Context: an optimization exercise on an open-source flow, tuned for small area and a short achievable clock period. The choices shown serve that exercise and are no tape-out recipe. The RTL of this run was laid out without a check of its function.

$ cat flow/run.sh
#!/bin/bash
# synth_recipe.tcl (not shown) runs the flow's synth.tcl, then flattens the netlist and writes it again
# the make line also repeats each setting of config.mk as NAME=value (left out here)
make -C /OpenROAD-flow-scripts/flow DESIGN_CONFIG=/design/flow/config.mk WORK_HOME=/design/flow/orfs CLKGATE_MAP_FILE= SYNTH_SCRIPT=/design/flow/synth_recipe.tcl finish
$ cat flow/config.mk
export PLATFORM = sky130hd
export DESIGN_NAME = bubble_sort
export DESIGN_NICKNAME = bubble_sort
export VERILOG_FILES = /design/flow/design.v
export SDC_FILE = /design/flow/constraint.sdc
export NUM_CORES = 4
export LEC_CHECK = 0
export CAP_MARGIN = 20
export CORE_MARGIN = 2
export CORE_UTILIZATION = 40
export SLEW_MARGIN = 20
$ cat flow/constraint.sdc
create_clock -name core_clock -period 45.0 [get_ports {clk}]
set_input_delay 9.0000 -clock core_clock [delete_from_list [all_inputs] [get_ports {clk}]]
set_output_delay 9.0000 -clock core_clock [all_outputs]
set_load 0.01 [all_outputs]
$ cat flow/design.v
module bubble_sort (
    input  logic         clk,
    input  logic         rst_n,
    input  logic         in_vld,
    input  logic [255:0] data_in,
    output logic         out_vld,
    output logic [255:0] data_o
);
    logic [1:0] vld_q;
    always_ff @(posedge clk or negedge rst_n)
        if (!rst_n) vld_q <= '0;
        else vld_q <= {vld_q[0:0], in_vld};
    assign out_vld = vld_q[1];
    logic c_l1_0_13;
    logic [15:0] hi_l1_0_13, lo_l1_0_13;
    assign c_l1_0_13 = data_in[15:0] < data_in[223:208];
    assign hi_l1_0_13 = c_l1_0_13 ? data_in[223:208] : data_in[15:0];
    assign lo_l1_0_13 = c_l1_0_13 ? data_in[15:0] : data_in[223:208];
    logic c_l1_1_12;
    logic [15:0] hi_l1_1_12, lo_l1_1_12;
    assign c_l1_1_12 = data_in[31:16] < data_in[207:192];
    assign hi_l1_1_12 = c_l1_1_12 ? data_in[207:192] : data_in[31:16];
    assign lo_l1_1_12 = c_l1_1_12 ? data_in[31:16] : data_in[207:192];
    logic c_l1_2_15;
    logic [15:0] hi_l1_2_15, lo_l1_2_15;
    assign c_l1_2_15 = data_in[47:32] < data_in[255:240];
    assign hi_l1_2_15 = c_l1_2_15 ? data_in[255:240] : data_in[47:32];
    assign lo_l1_2_15 = c_l1_2_15 ? data_in[47:32] : data_in[255:240];
    logic c_l1_3_14;
    logic [15:0] hi_l1_3_14, lo_l1_3_14;
    assign c_l1_3_14 = data_in[63:48] < data_in[239:224];
    assign hi_l1_3_14 = c_l1_3_14 ? data_in[239:224] : data_in[63:48];
    assign lo_l1_3_14 = c_l1_3_14 ? data_in[63:48] : data_in[239:224];
    logic c_l1_4_8;
    logic [15:0] hi_l1_4_8, lo_l1_4_8;
    assign c_l1_4_8 = data_in[79:64] < data_in[143:128];
    assign hi_l1_4_8 = c_l1_4_8 ? data_in[143:128] : data_in[79:64];
    assign lo_l1_4_8 = c_l1_4_8 ? data_in[79:64] : data_in[143:128];
    logic c_l1_5_6;
    logic [15:0] hi_l1_5_6, lo_l1_5_6;
    assign c_l1_5_6 = data_in[95:80] < data_in[111:96];
    assign hi_l1_5_6 = c_l1_5_6 ? data_in[111:96] : data_in[95:80];
    assign lo_l1_5_6 = c_l1_5_6 ? data_in[95:80] : data_in[111:96];
    logic c_l1_7_11;
    logic [15:0] hi_l1_7_11, lo_l1_7_11;
    assign c_l1_7_11 = data_in[127:112] < data_in[191:176];
    assign hi_l1_7_11 = c_l1_7_11 ? data_in[191:176] : data_in[127:112];
    assign lo_l1_7_11 = c_l1_7_11 ? data_in[127:112] : data_in[191:176];
    logic c_l1_9_10;
    logic [15:0] hi_l1_9_10, lo_l1_9_10;
    assign c_l1_9_10 = data_in[159:144] < data_in[175:160];
    assign hi_l1_9_10 = c_l1_9_10 ? data_in[175:160] : data_in[159:144];
    assign lo_l1_9_10 = c_l1_9_10 ? data_in[159:144] : data_in[175:160];
    logic c_l2_0_5;
    logic [15:0] hi_l2_0_5, lo_l2_0_5;
    assign c_l2_0_5 = hi_l1_0_13 < hi_l1_5_6;
    assign hi_l2_0_5 = c_l2_0_5 ? hi_l1_5_6 : hi_l1_0_13;
    assign lo_l2_0_5 = c_l2_0_5 ? hi_l1_0_13 : hi_l1_5_6;
    logic c_l2_1_7;
    logic [15:0] hi_l2_1_7, lo_l2_1_7;
    assign c_l2_1_7 = hi_l1_1_12 < hi_l1_7_11;
    assign hi_l2_1_7 = c_l2_1_7 ? hi_l1_7_11 : hi_l1_1_12;
    assign lo_l2_1_7 = c_l2_1_7 ? hi_l1_1_12 : hi_l1_7_11;
    logic c_l2_2_9;
    logic [15:0] hi_l2_2_9, lo_l2_2_9;
    assign c_l2_2_9 = hi_l1_2_15 < hi_l1_9_10;
    assign hi_l2_2_9 = c_l2_2_9 ? hi_l1_9_10 : hi_l1_2_15;
    assign lo_l2_2_9 = c_l2_2_9 ? hi_l1_2_15 : hi_l1_9_10;
    logic c_l2_3_4;
    logic [15:0] hi_l2_3_4, lo_l2_3_4;
    assign c_l2_3_4 = hi_l1_3_14 < hi_l1_4_8;
    assign hi_l2_3_4 = c_l2_3_4 ? hi_l1_4_8 : hi_l1_3_14;
    assign lo_l2_3_4 = c_l2_3_4 ? hi_l1_3_14 : hi_l1_4_8;
    logic c_l2_6_13;
    logic [15:0] hi_l2_6_13, lo_l2_6_13;
    assign c_l2_6_13 = lo_l1_5_6 < lo_l1_0_13;
    assign hi_l2_6_13 = c_l2_6_13 ? lo_l1_0_13 : lo_l1_5_6;
    assign lo_l2_6_13 = c_l2_6_13 ? lo_l1_5_6 : lo_l1_0_13;
    logic c_l2_8_14;
    logic [15:0] hi_l2_8_14, lo_l2_8_14;
    assign c_l2_8_14 = lo_l1_4_8 < lo_l1_3_14;
    assign hi_l2_8_14 = c_l2_8_14 ? lo_l1_3_14 : lo_l1_4_8;
    assign lo_l2_8_14 = c_l2_8_14 ? lo_l1_4_8 : lo_l1_3_14;
    logic c_l2_10_15;
    logic [15:0] hi_l2_10_15, lo_l2_10_15;
    assign c_l2_10_15 = lo_l1_9_10 < lo_l1_2_15;
    assign hi_l2_10_15 = c_l2_10_15 ? lo_l1_2_15 : lo_l1_9_10;
    assign lo_l2_10_15 = c_l2_10_15 ? lo_l1_9_10 : lo_l1_2_15;
    logic c_l2_11_12;
    logic [15:0] hi_l2_11_12, lo_l2_11_12;
    assign c_l2_11_12 = lo_l1_7_11 < lo_l1_1_12;
    assign hi_l2_11_12 = c_l2_11_12 ? lo_l1_1_12 : lo_l1_7_11;
    assign lo_l2_11_12 = c_l2_11_12 ? lo_l1_7_11 : lo_l1_1_12;
    logic c_l3_0_1;
    logic [15:0] hi_l3_0_1, lo_l3_0_1;
    assign c_l3_0_1 = hi_l2_0_5 < hi_l2_1_7;
    assign hi_l3_0_1 = c_l3_0_1 ? hi_l2_1_7 : hi_l2_0_5;
    assign lo_l3_0_1 = c_l3_0_1 ? hi_l2_0_5 : hi_l2_1_7;
    logic c_l3_2_3;
    logic [15:0] hi_l3_2_3, lo_l3_2_3;
    assign c_l3_2_3 = hi_l2_2_9 < hi_l2_3_4;
    assign hi_l3_2_3 = c_l3_2_3 ? hi_l2_3_4 : hi_l2_2_9;
    assign lo_l3_2_3 = c_l3_2_3 ? hi_l2_2_9 : hi_l2_3_4;
    logic c_l3_4_5;
    logic [15:0] hi_l3_4_5, lo_l3_4_5;
    assign c_l3_4_5 = lo_l2_3_4 < lo_l2_0_5;
    assign hi_l3_4_5 = c_l3_4_5 ? lo_l2_0_5 : lo_l2_3_4;
    assign lo_l3_4_5 = c_l3_4_5 ? lo_l2_3_4 : lo_l2_0_5;
    logic c_l3_6_8;
    logic [15:0] hi_l3_6_8, lo_l3_6_8;
    assign c_l3_6_8 = hi_l2_6_13 < hi_l2_8_14;
    assign hi_l3_6_8 = c_l3_6_8 ? hi_l2_8_14 : hi_l2_6_13;
    assign lo_l3_6_8 = c_l3_6_8 ? hi_l2_6_13 : hi_l2_8_14;
    logic c_l3_7_9;
    logic [15:0] hi_l3_7_9, lo_l3_7_9;
    assign c_l3_7_9 = lo_l2_1_7 < lo_l2_2_9;
    assign hi_l3_7_9 = c_l3_7_9 ? lo_l2_2_9 : lo_l2_1_7;
    assign lo_l3_7_9 = c_l3_7_9 ? lo_l2_1_7 : lo_l2_2_9;
    logic c_l3_10_11;
    logic [15:0] hi_l3_10_11, lo_l3_10_11;
    assign c_l3_10_11 = hi_l2_10_15 < hi_l2_11_12;
    assign hi_l3_10_11 = c_l3_10_11 ? hi_l2_11_12 : hi_l2_10_15;
    assign lo_l3_10_11 = c_l3_10_11 ? hi_l2_10_15 : hi_l2_11_12;
    logic c_l3_12_13;
    logic [15:0] hi_l3_12_13, lo_l3_12_13;
    assign c_l3_12_13 = lo_l2_11_12 < lo_l2_6_13;
    assign hi_l3_12_13 = c_l3_12_13 ? lo_l2_6_13 : lo_l2_11_12;
    assign lo_l3_12_13 = c_l3_12_13 ? lo_l2_11_12 : lo_l2_6_13;
    logic c_l3_14_15;
    logic [15:0] hi_l3_14_15, lo_l3_14_15;
    assign c_l3_14_15 = lo_l2_8_14 < lo_l2_10_15;
    assign hi_l3_14_15 = c_l3_14_15 ? lo_l2_10_15 : lo_l2_8_14;
    assign lo_l3_14_15 = c_l3_14_15 ? lo_l2_8_14 : lo_l2_10_15;
    logic [15:0] r0_0;
    logic [15:0] r0_1;
    logic [15:0] r0_2;
    logic [15:0] r0_3;
    logic [15:0] r0_4;
    logic [15:0] r0_5;
    logic [15:0] r0_6;
    logic [15:0] r0_7;
    logic [15:0] r0_8;
    logic [15:0] r0_9;
    logic [15:0] r0_10;
    logic [15:0] r0_11;
    logic [15:0] r0_12;
    logic [15:0] r0_13;
    logic [15:0] r0_14;
    logic [15:0] r0_15;
    always_ff @(posedge clk) begin
        r0_0 <= hi_l3_0_1;
        r0_1 <= lo_l3_0_1;
        r0_2 <= hi_l3_2_3;
        r0_3 <= lo_l3_2_3;
        r0_4 <= hi_l3_4_5;
        r0_5 <= lo_l3_4_5;
        r0_6 <= hi_l3_6_8;
        r0_7 <= hi_l3_7_9;
        r0_8 <= lo_l3_6_8;
        r0_9 <= lo_l3_7_9;
        r0_10 <= hi_l3_10_11;
        r0_11 <= lo_l3_10_11;
        r0_12 <= hi_l3_12_13;
        r0_13 <= lo_l3_12_13;
        r0_14 <= hi_l3_14_15;
        r0_15 <= lo_l3_14_15;
    end
    logic c_l4_0_2;
    logic [15:0] hi_l4_0_2, lo_l4_0_2;
    assign c_l4_0_2 = r0_0 < r0_2;
    assign hi_l4_0_2 = c_l4_0_2 ? r0_2 : r0_0;
    assign lo_l4_0_2 = c_l4_0_2 ? r0_0 : r0_2;
    logic c_l4_1_3;
    logic [15:0] hi_l4_1_3, lo_l4_1_3;
    assign c_l4_1_3 = r0_1 < r0_3;
    assign hi_l4_1_3 = c_l4_1_3 ? r0_3 : r0_1;
    assign lo_l4_1_3 = c_l4_1_3 ? r0_1 : r0_3;
    logic c_l4_4_10;
    logic [15:0] hi_l4_4_10, lo_l4_4_10;
    assign c_l4_4_10 = r0_4 < r0_10;
    assign hi_l4_4_10 = c_l4_4_10 ? r0_10 : r0_4;
    assign lo_l4_4_10 = c_l4_4_10 ? r0_4 : r0_10;
    logic c_l4_5_11;
    logic [15:0] hi_l4_5_11, lo_l4_5_11;
    assign c_l4_5_11 = r0_5 < r0_11;
    assign hi_l4_5_11 = c_l4_5_11 ? r0_11 : r0_5;
    assign lo_l4_5_11 = c_l4_5_11 ? r0_5 : r0_11;
    logic c_l4_6_7;
    logic [15:0] hi_l4_6_7, lo_l4_6_7;
    assign c_l4_6_7 = r0_6 < r0_7;
    assign hi_l4_6_7 = c_l4_6_7 ? r0_7 : r0_6;
    assign lo_l4_6_7 = c_l4_6_7 ? r0_6 : r0_7;
    logic c_l4_8_9;
    logic [15:0] hi_l4_8_9, lo_l4_8_9;
    assign c_l4_8_9 = r0_8 < r0_9;
    assign hi_l4_8_9 = c_l4_8_9 ? r0_9 : r0_8;
    assign lo_l4_8_9 = c_l4_8_9 ? r0_8 : r0_9;
    logic c_l4_12_14;
    logic [15:0] hi_l4_12_14, lo_l4_12_14;
    assign c_l4_12_14 = r0_12 < r0_14;
    assign hi_l4_12_14 = c_l4_12_14 ? r0_14 : r0_12;
    assign lo_l4_12_14 = c_l4_12_14 ? r0_12 : r0_14;
    logic c_l4_13_15;
    logic [15:0] hi_l4_13_15, lo_l4_13_15;
    assign c_l4_13_15 = r0_13 < r0_15;
    assign hi_l4_13_15 = c_l4_13_15 ? r0_15 : r0_13;
    assign lo_l4_13_15 = c_l4_13_15 ? r0_13 : r0_15;
    logic c_l5_1_2;
    logic [15:0] hi_l5_1_2, lo_l5_1_2;
    assign c_l5_1_2 = hi_l4_1_3 < lo_l4_0_2;
    assign hi_l5_1_2 = c_l5_1_2 ? lo_l4_0_2 : hi_l4_1_3;
    assign lo_l5_1_2 = c_l5_1_2 ? hi_l4_1_3 : lo_l4_0_2;
    logic c_l5_3_12;
    logic [15:0] hi_l5_3_12, lo_l5_3_12;
    assign c_l5_3_12 = lo_l4_1_3 < hi_l4_12_14;
    assign hi_l5_3_12 = c_l5_3_12 ? hi_l4_12_14 : lo_l4_1_3;
    assign lo_l5_3_12 = c_l5_3_12 ? lo_l4_1_3 : hi_l4_12_14;
    logic c_l5_4_6;
    logic [15:0] hi_l5_4_6, lo_l5_4_6;
    assign c_l5_4_6 = hi_l4_4_10 < hi_l4_6_7;
    assign hi_l5_4_6 = c_l5_4_6 ? hi_l4_6_7 : hi_l4_4_10;
    assign lo_l5_4_6 = c_l5_4_6 ? hi_l4_4_10 : hi_l4_6_7;
    logic c_l5_5_7;
    logic [15:0] hi_l5_5_7, lo_l5_5_7;
    assign c_l5_5_7 = hi_l4_5_11 < lo_l4_6_7;
    assign hi_l5_5_7 = c_l5_5_7 ? lo_l4_6_7 : hi_l4_5_11;
    assign lo_l5_5_7 = c_l5_5_7 ? hi_l4_5_11 : lo_l4_6_7;
    logic c_l5_8_10;
    logic [15:0] hi_l5_8_10, lo_l5_8_10;
    assign c_l5_8_10 = hi_l4_8_9 < lo_l4_4_10;
    assign hi_l5_8_10 = c_l5_8_10 ? lo_l4_4_10 : hi_l4_8_9;
    assign lo_l5_8_10 = c_l5_8_10 ? hi_l4_8_9 : lo_l4_4_10;
    logic c_l5_9_11;
    logic [15:0] hi_l5_9_11, lo_l5_9_11;
    assign c_l5_9_11 = lo_l4_8_9 < lo_l4_5_11;
    assign hi_l5_9_11 = c_l5_9_11 ? lo_l4_5_11 : lo_l4_8_9;
    assign lo_l5_9_11 = c_l5_9_11 ? lo_l4_8_9 : lo_l4_5_11;
    logic c_l5_13_14;
    logic [15:0] hi_l5_13_14, lo_l5_13_14;
    assign c_l5_13_14 = hi_l4_13_15 < lo_l4_12_14;
    assign hi_l5_13_14 = c_l5_13_14 ? lo_l4_12_14 : hi_l4_13_15;
    assign lo_l5_13_14 = c_l5_13_14 ? hi_l4_13_15 : lo_l4_12_14;
    logic c_l6_1_4;
    logic [15:0] hi_l6_1_4, lo_l6_1_4;
    assign c_l6_1_4 = hi_l5_1_2 < hi_l5_4_6;
    assign hi_l6_1_4 = c_l6_1_4 ? hi_l5_4_6 : hi_l5_1_2;
    assign lo_l6_1_4 = c_l6_1_4 ? hi_l5_1_2 : hi_l5_4_6;
    logic c_l6_2_6;
    logic [15:0] hi_l6_2_6, lo_l6_2_6;
    assign c_l6_2_6 = lo_l5_1_2 < lo_l5_4_6;
    assign hi_l6_2_6 = c_l6_2_6 ? lo_l5_4_6 : lo_l5_1_2;
    assign lo_l6_2_6 = c_l6_2_6 ? lo_l5_1_2 : lo_l5_4_6;
    logic c_l6_5_8;
    logic [15:0] hi_l6_5_8, lo_l6_5_8;
    assign c_l6_5_8 = hi_l5_5_7 < hi_l5_8_10;
    assign hi_l6_5_8 = c_l6_5_8 ? hi_l5_8_10 : hi_l5_5_7;
    assign lo_l6_5_8 = c_l6_5_8 ? hi_l5_5_7 : hi_l5_8_10;
    logic c_l6_7_10;
    logic [15:0] hi_l6_7_10, lo_l6_7_10;
    assign c_l6_7_10 = lo_l5_5_7 < lo_l5_8_10;
    assign hi_l6_7_10 = c_l6_7_10 ? lo_l5_8_10 : lo_l5_5_7;
    assign lo_l6_7_10 = c_l6_7_10 ? lo_l5_5_7 : lo_l5_8_10;
    logic c_l6_9_13;
    logic [15:0] hi_l6_9_13, lo_l6_9_13;
    assign c_l6_9_13 = hi_l5_9_11 < hi_l5_13_14;
    assign hi_l6_9_13 = c_l6_9_13 ? hi_l5_13_14 : hi_l5_9_11;
    assign lo_l6_9_13 = c_l6_9_13 ? hi_l5_9_11 : hi_l5_13_14;
    logic c_l6_11_14;
    logic [15:0] hi_l6_11_14, lo_l6_11_14;
    assign c_l6_11_14 = lo_l5_9_11 < lo_l5_13_14;
    assign hi_l6_11_14 = c_l6_11_14 ? lo_l5_13_14 : lo_l5_9_11;
    assign lo_l6_11_14 = c_l6_11_14 ? lo_l5_9_11 : lo_l5_13_14;
    logic c_l7_2_4;
    logic [15:0] hi_l7_2_4, lo_l7_2_4;
    assign c_l7_2_4 = hi_l6_2_6 < lo_l6_1_4;
    assign hi_l7_2_4 = c_l7_2_4 ? lo_l6_1_4 : hi_l6_2_6;
    assign lo_l7_2_4 = c_l7_2_4 ? hi_l6_2_6 : lo_l6_1_4;
    logic c_l7_3_6;
    logic [15:0] hi_l7_3_6, lo_l7_3_6;
    assign c_l7_3_6 = hi_l5_3_12 < lo_l6_2_6;
    assign hi_l7_3_6 = c_l7_3_6 ? lo_l6_2_6 : hi_l5_3_12;
    assign lo_l7_3_6 = c_l7_3_6 ? hi_l5_3_12 : lo_l6_2_6;
    logic c_l7_9_12;
    logic [15:0] hi_l7_9_12, lo_l7_9_12;
    assign c_l7_9_12 = hi_l6_9_13 < lo_l5_3_12;
    assign hi_l7_9_12 = c_l7_9_12 ? lo_l5_3_12 : hi_l6_9_13;
    assign lo_l7_9_12 = c_l7_9_12 ? hi_l6_9_13 : lo_l5_3_12;
    logic c_l7_11_13;
    logic [15:0] hi_l7_11_13, lo_l7_11_13;
    assign c_l7_11_13 = hi_l6_11_14 < lo_l6_9_13;
    assign hi_l7_11_13 = c_l7_11_13 ? lo_l6_9_13 : hi_l6_11_14;
    assign lo_l7_11_13 = c_l7_11_13 ? hi_l6_11_14 : lo_l6_9_13;
    logic [15:0] r1_0;
    logic [15:0] r1_1;
    logic [15:0] r1_2;
    logic [15:0] r1_3;
    logic [15:0] r1_4;
    logic [15:0] r1_5;
    logic [15:0] r1_6;
    logic [15:0] r1_7;
    logic [15:0] r1_8;
    logic [15:0] r1_9;
    logic [15:0] r1_10;
    logic [15:0] r1_11;
    logic [15:0] r1_12;
    logic [15:0] r1_13;
    logic [15:0] r1_14;
    logic [15:0] r1_15;
    always_ff @(posedge clk) begin
        r1_0 <= hi_l4_0_2;
        r1_1 <= hi_l6_1_4;
        r1_2 <= hi_l7_2_4;
        r1_3 <= hi_l7_3_6;
        r1_4 <= lo_l7_2_4;
        r1_5 <= hi_l6_5_8;
        r1_6 <= lo_l7_3_6;
        r1_7 <= hi_l6_7_10;
        r1_8 <= lo_l6_5_8;
        r1_9 <= hi_l7_9_12;
        r1_10 <= lo_l6_7_10;
        r1_11 <= hi_l7_11_13;
        r1_12 <= lo_l7_9_12;
        r1_13 <= lo_l7_11_13;
        r1_14 <= lo_l6_11_14;
        r1_15 <= lo_l4_13_15;
    end
    logic c_l8_3_5;
    logic [15:0] hi_l8_3_5, lo_l8_3_5;
    assign c_l8_3_5 = r1_3 < r1_5;
    assign hi_l8_3_5 = c_l8_3_5 ? r1_5 : r1_3;
    assign lo_l8_3_5 = c_l8_3_5 ? r1_3 : r1_5;
    logic c_l8_6_8;
    logic [15:0] hi_l8_6_8, lo_l8_6_8;
    assign c_l8_6_8 = r1_6 < r1_8;
    assign hi_l8_6_8 = c_l8_6_8 ? r1_8 : r1_6;
    assign lo_l8_6_8 = c_l8_6_8 ? r1_6 : r1_8;
    logic c_l8_7_9;
    logic [15:0] hi_l8_7_9, lo_l8_7_9;
    assign c_l8_7_9 = r1_7 < r1_9;
    assign hi_l8_7_9 = c_l8_7_9 ? r1_9 : r1_7;
    assign lo_l8_7_9 = c_l8_7_9 ? r1_7 : r1_9;
    logic c_l8_10_12;
    logic [15:0] hi_l8_10_12, lo_l8_10_12;
    assign c_l8_10_12 = r1_10 < r1_12;
    assign hi_l8_10_12 = c_l8_10_12 ? r1_12 : r1_10;
    assign lo_l8_10_12 = c_l8_10_12 ? r1_10 : r1_12;
    logic c_l9_3_4;
    logic [15:0] hi_l9_3_4, lo_l9_3_4;
    assign c_l9_3_4 = hi_l8_3_5 < r1_4;
    assign hi_l9_3_4 = c_l9_3_4 ? r1_4 : hi_l8_3_5;
    assign lo_l9_3_4 = c_l9_3_4 ? hi_l8_3_5 : r1_4;
    logic c_l9_5_6;
    logic [15:0] hi_l9_5_6, lo_l9_5_6;
    assign c_l9_5_6 = lo_l8_3_5 < hi_l8_6_8;
    assign hi_l9_5_6 = c_l9_5_6 ? hi_l8_6_8 : lo_l8_3_5;
    assign lo_l9_5_6 = c_l9_5_6 ? lo_l8_3_5 : hi_l8_6_8;
    logic c_l9_7_8;
    logic [15:0] hi_l9_7_8, lo_l9_7_8;
    assign c_l9_7_8 = hi_l8_7_9 < lo_l8_6_8;
    assign hi_l9_7_8 = c_l9_7_8 ? lo_l8_6_8 : hi_l8_7_9;
    assign lo_l9_7_8 = c_l9_7_8 ? hi_l8_7_9 : lo_l8_6_8;
    logic c_l9_9_10;
    logic [15:0] hi_l9_9_10, lo_l9_9_10;
    assign c_l9_9_10 = lo_l8_7_9 < hi_l8_10_12;
    assign hi_l9_9_10 = c_l9_9_10 ? hi_l8_10_12 : lo_l8_7_9;
    assign lo_l9_9_10 = c_l9_9_10 ? lo_l8_7_9 : hi_l8_10_12;
    logic c_l9_11_12;
    logic [15:0] hi_l9_11_12, lo_l9_11_12;
    assign c_l9_11_12 = r1_11 < lo_l8_10_12;
    assign hi_l9_11_12 = c_l9_11_12 ? lo_l8_10_12 : r1_11;
    assign lo_l9_11_12 = c_l9_11_12 ? r1_11 : lo_l8_10_12;
    logic c_l10_6_7;
    logic [15:0] hi_l10_6_7, lo_l10_6_7;
    assign c_l10_6_7 = lo_l9_5_6 < hi_l9_7_8;
    assign hi_l10_6_7 = c_l10_6_7 ? hi_l9_7_8 : lo_l9_5_6;
    assign lo_l10_6_7 = c_l10_6_7 ? lo_l9_5_6 : hi_l9_7_8;
    logic c_l10_8_9;
    logic [15:0] hi_l10_8_9, lo_l10_8_9;
    assign c_l10_8_9 = lo_l9_7_8 < hi_l9_9_10;
    assign hi_l10_8_9 = c_l10_8_9 ? hi_l9_9_10 : lo_l9_7_8;
    assign lo_l10_8_9 = c_l10_8_9 ? lo_l9_7_8 : hi_l9_9_10;
    assign data_o[15:0] = r1_0;
    assign data_o[31:16] = r1_1;
    assign data_o[47:32] = r1_2;
    assign data_o[63:48] = hi_l9_3_4;
    assign data_o[79:64] = lo_l9_3_4;
    assign data_o[95:80] = hi_l9_5_6;
    assign data_o[111:96] = hi_l10_6_7;
    assign data_o[127:112] = lo_l10_6_7;
    assign data_o[143:128] = hi_l10_8_9;
    assign data_o[159:144] = lo_l10_8_9;
    assign data_o[175:160] = lo_l9_9_10;
    assign data_o[191:176] = hi_l9_11_12;
    assign data_o[207:192] = lo_l9_11_12;
    assign data_o[223:208] = r1_13;
    assign data_o[239:224] = r1_14;
    assign data_o[255:240] = r1_15;
endmodule
==> metrics.yaml <==
h-tree-depth: 2
grt_max_degree: 49
first_pass_iters: 6
postCtsSetupBuffers: 0
area_growth_pct: 17.7
crit_slowest_cell: "clkdlybuf4s50_1"
cts_sinks: 514
slew_viol_final: 0
wire_per_inst_um: 23.9
fmax_mhz: 53.6
grt_use_met3_pct: 3.10
root_buffer: "clkbuf_16"
netlist_instances: 6477
placed_cells: 8573
clk_latency_ns: 0.69
ys_async_sr_fraction_pct: 0.389
worstPathRequired_ns: 36.00
vias: 48600
critPathArrivalTime_ns: 9.66
skew_ns: 0.0357
synth_seq_cells: 514
antenna_found_initial: 8
crit_path_max_fanout: 33
status: "no timing/DRC/antenna violations"
rows: 134
globalRouteOverflowTotal: 0
die_w_um: 371
gr-usage-met1_pct: 38.3
initial_core_util_pct: 40.4
dieArea_um2: 138000
holdWs_ns: 0.353
synth_top_area_share_pct: 20.6
portBuffers: 515
cts_made_buffers: 60
clk_pin_slew_ns: 0.06
stdcell_count: 8689
core_area_um2: 134000
cts_tree: "yes"
grt_pass1_wl_um: 296000
dpl.hpwl_um: 180000
yosysWarnings: 1
grtUsageTotal_pct: 28.9
top_usage_layer: "met2"
finalHoldViolations: 0
synth_top_cell_by_area: "ha_1"
setup_viol: 0
gp_congestion: 1.03
cts_buffer_depth: 3
tns_ns: 0
synth-edff-count: 0
crit_path_start_kind: "register"
maxCapViolCount: 0
maxSlewHeadroom_pct: 25.9
drive_gt1_share_pct: 10.2
hold_class: "reg2reg"
period_needed_ns: 18.66
ios: 516
syn-num-nets: 7625
rsz0062_at_grt: "false"
drt_iter0_markers: 3964
ys_types: 78
avgSynthCellArea_um2: 8.33
ctsResizeCount: 0
cpPeakStageDelay_ns: 0.59
synth_flop_cell: "dfxtp_1"
drc: 0
holdBufCountCts: 0
wirelength_um: 207000
criticalPathCategory: "reg2out"
seq_area_frac_synth_pct: 19.1
finalCritPeriodShare_pct: 41.5
tightest_slew_ns: 1.11
syn_area_um2: 54000
cp-end-kind: "output port"
drtAntennaViolNets: 0
grt_pass1_vias: 45200
chipHeight_um: 371
antenna_cells: 0
finalNetCount: 8020
synthTopCellsByArea: "ha_1 (21%), dfxtp_1 (19%), mux2i_1 (17%)"
via_per_inst: 5.59
use_met2_pct: 47.8
worst paths after layout:
kind | depth (start not counted) | from | end | slack, ns
max in group asynchronous | 1 | rst_n | vld_q[0] | 36.39
min | 0 | vld_q[0] | vld_q[1] | 0.35
min in group asynchronous | 1 | rst_n | vld_q[0] | 8.50
max | 36 | r1_9[9] | data_o[149] | 26.34
min reg2reg | 0 | vld_q[0] | vld_q[1] | 0.35
max reg2reg | 48 | r0_7[7] | r1_3[1] | 32.86
per-stage QoR:
stage               worst slack, ns  cell area, µm²  util (%)
floorplan                     28.53           54000         -
global placement              27.25           61200      45.8
detailed placement            27.06           61200      45.8
CTS                           26.34           63400      47.4
global route                  25.65           63500      47.5
finish                        26.34           63500      47.5
cells in the final DEF (no fill, tap or decap), types with 61 or more instances in the layout:
| cell type | count |
|---|---|
| o21ai_0 | 302 |
| ha_1 | 889 |
| dfxtp_1 | 512 |
| nand2b_1 | 76 |
| a21oi_1 | 596 |
| clkdlybuf4s50_1 | 515 |
| nor2b_1 | 80 |
| clkbuf_16 | 61 |
| nor2_1 | 447 |
| inv_1 | 913 |
| mux2i_1 | 922 |
| mux2_2 | 461 |
| nand4_1 | 128 |
| a21o_1 | 238 |
| nand2_1 | 248 |
cell type report:
| class | count | area [µm²] |
|---|---|---|
| clock buffers | 70 | 1600 |
| flip-flops and latches | 514 | 10300 |
| repair buffers | 572 | 5680 |
| multi-input cells | 4811 | 39800 |
| clock inverters | 41 | 529 |
| well taps | 1768 | 2210 |
| inverters | 913 | 3430 |
| fillers | 12900 | 70100 |
logic make-up (layout without fill, tap and decap cells):
| family | Yosys count | after routing | share of synthesized area, % |
|---|---|---|---|
| compound gates | 1408 | 1408 | 15.6 |
| simple gates | 1126 | 1126 | 9.79 |
| fa+ha+maj | 891 | 891 | 20.7 |
| buf+inv | 1152 | 1596 | 8.10 |
| mux | 1386 | 1386 | 26.8 |
| flops | 514 | 514 | 19.1 |
cells in the mapped netlist (all sizes together), types with 80 or more instances:
master,count
ha,889
mux2,464
a21oi,611
nand2,249
dfxtp,512
clkbuf,175
o21ai,319
inv,913
nand4,128
nor2,449
a21o,238
nor2b,80
mux2i,922
per-layer routing:
| metal | share of wire (%) | routed length, µm |
|---|---|---|
| met5 | 0 | 0 |
| met1 | 45 | 92400 |
| met2 | 45 | 93800 |
| met3 | 5.9 | 12200 |
| met4 | 4.4 | 9140 |
worst max-delay path, delay by kind of cell, from the launching register on:
kind | cells | cell delay, ns
buf+inv | 7 | 1.82
flops | 1 | 0.34
mux | 2 | 0.51
simple gates | 8 | 1.35
compound gates | 16 | 4.01
fa+ha+maj | 3 | 0.93

-- port drivers added, routing unchanged --
The flow's constraints put no driver on any port. The routed layout listed below was extracted and timed again, unchanged, in two steps. Step 1, drivers: a clkbuf_16 drives clk and a buf_2 each remaining input, both assumed. Step 2 times the ports against the registers' clock, not the clock port: input delays grow and output delays shrink by t, the midpoint of the rising clock arrivals with the driver on. Slacks: ideal ports / drivers / drivers and shift; pairs: ideal ports / drivers.
shift t [ns]: 0.753
setup WS [ns]: 26.336 / 26.257 / 27.010
hold WS [ns]: 0.353 / 0.353 / 0.353
clock arrival spread, ns: 0.036 / 0.036
worst register clock-pin slew, ns: 0.07 / 0.07
After both steps this run still meets setup and hold. For this run, drivers alone change the setup slack by -0.079 ns; drivers and shift together by +0.674 ns.
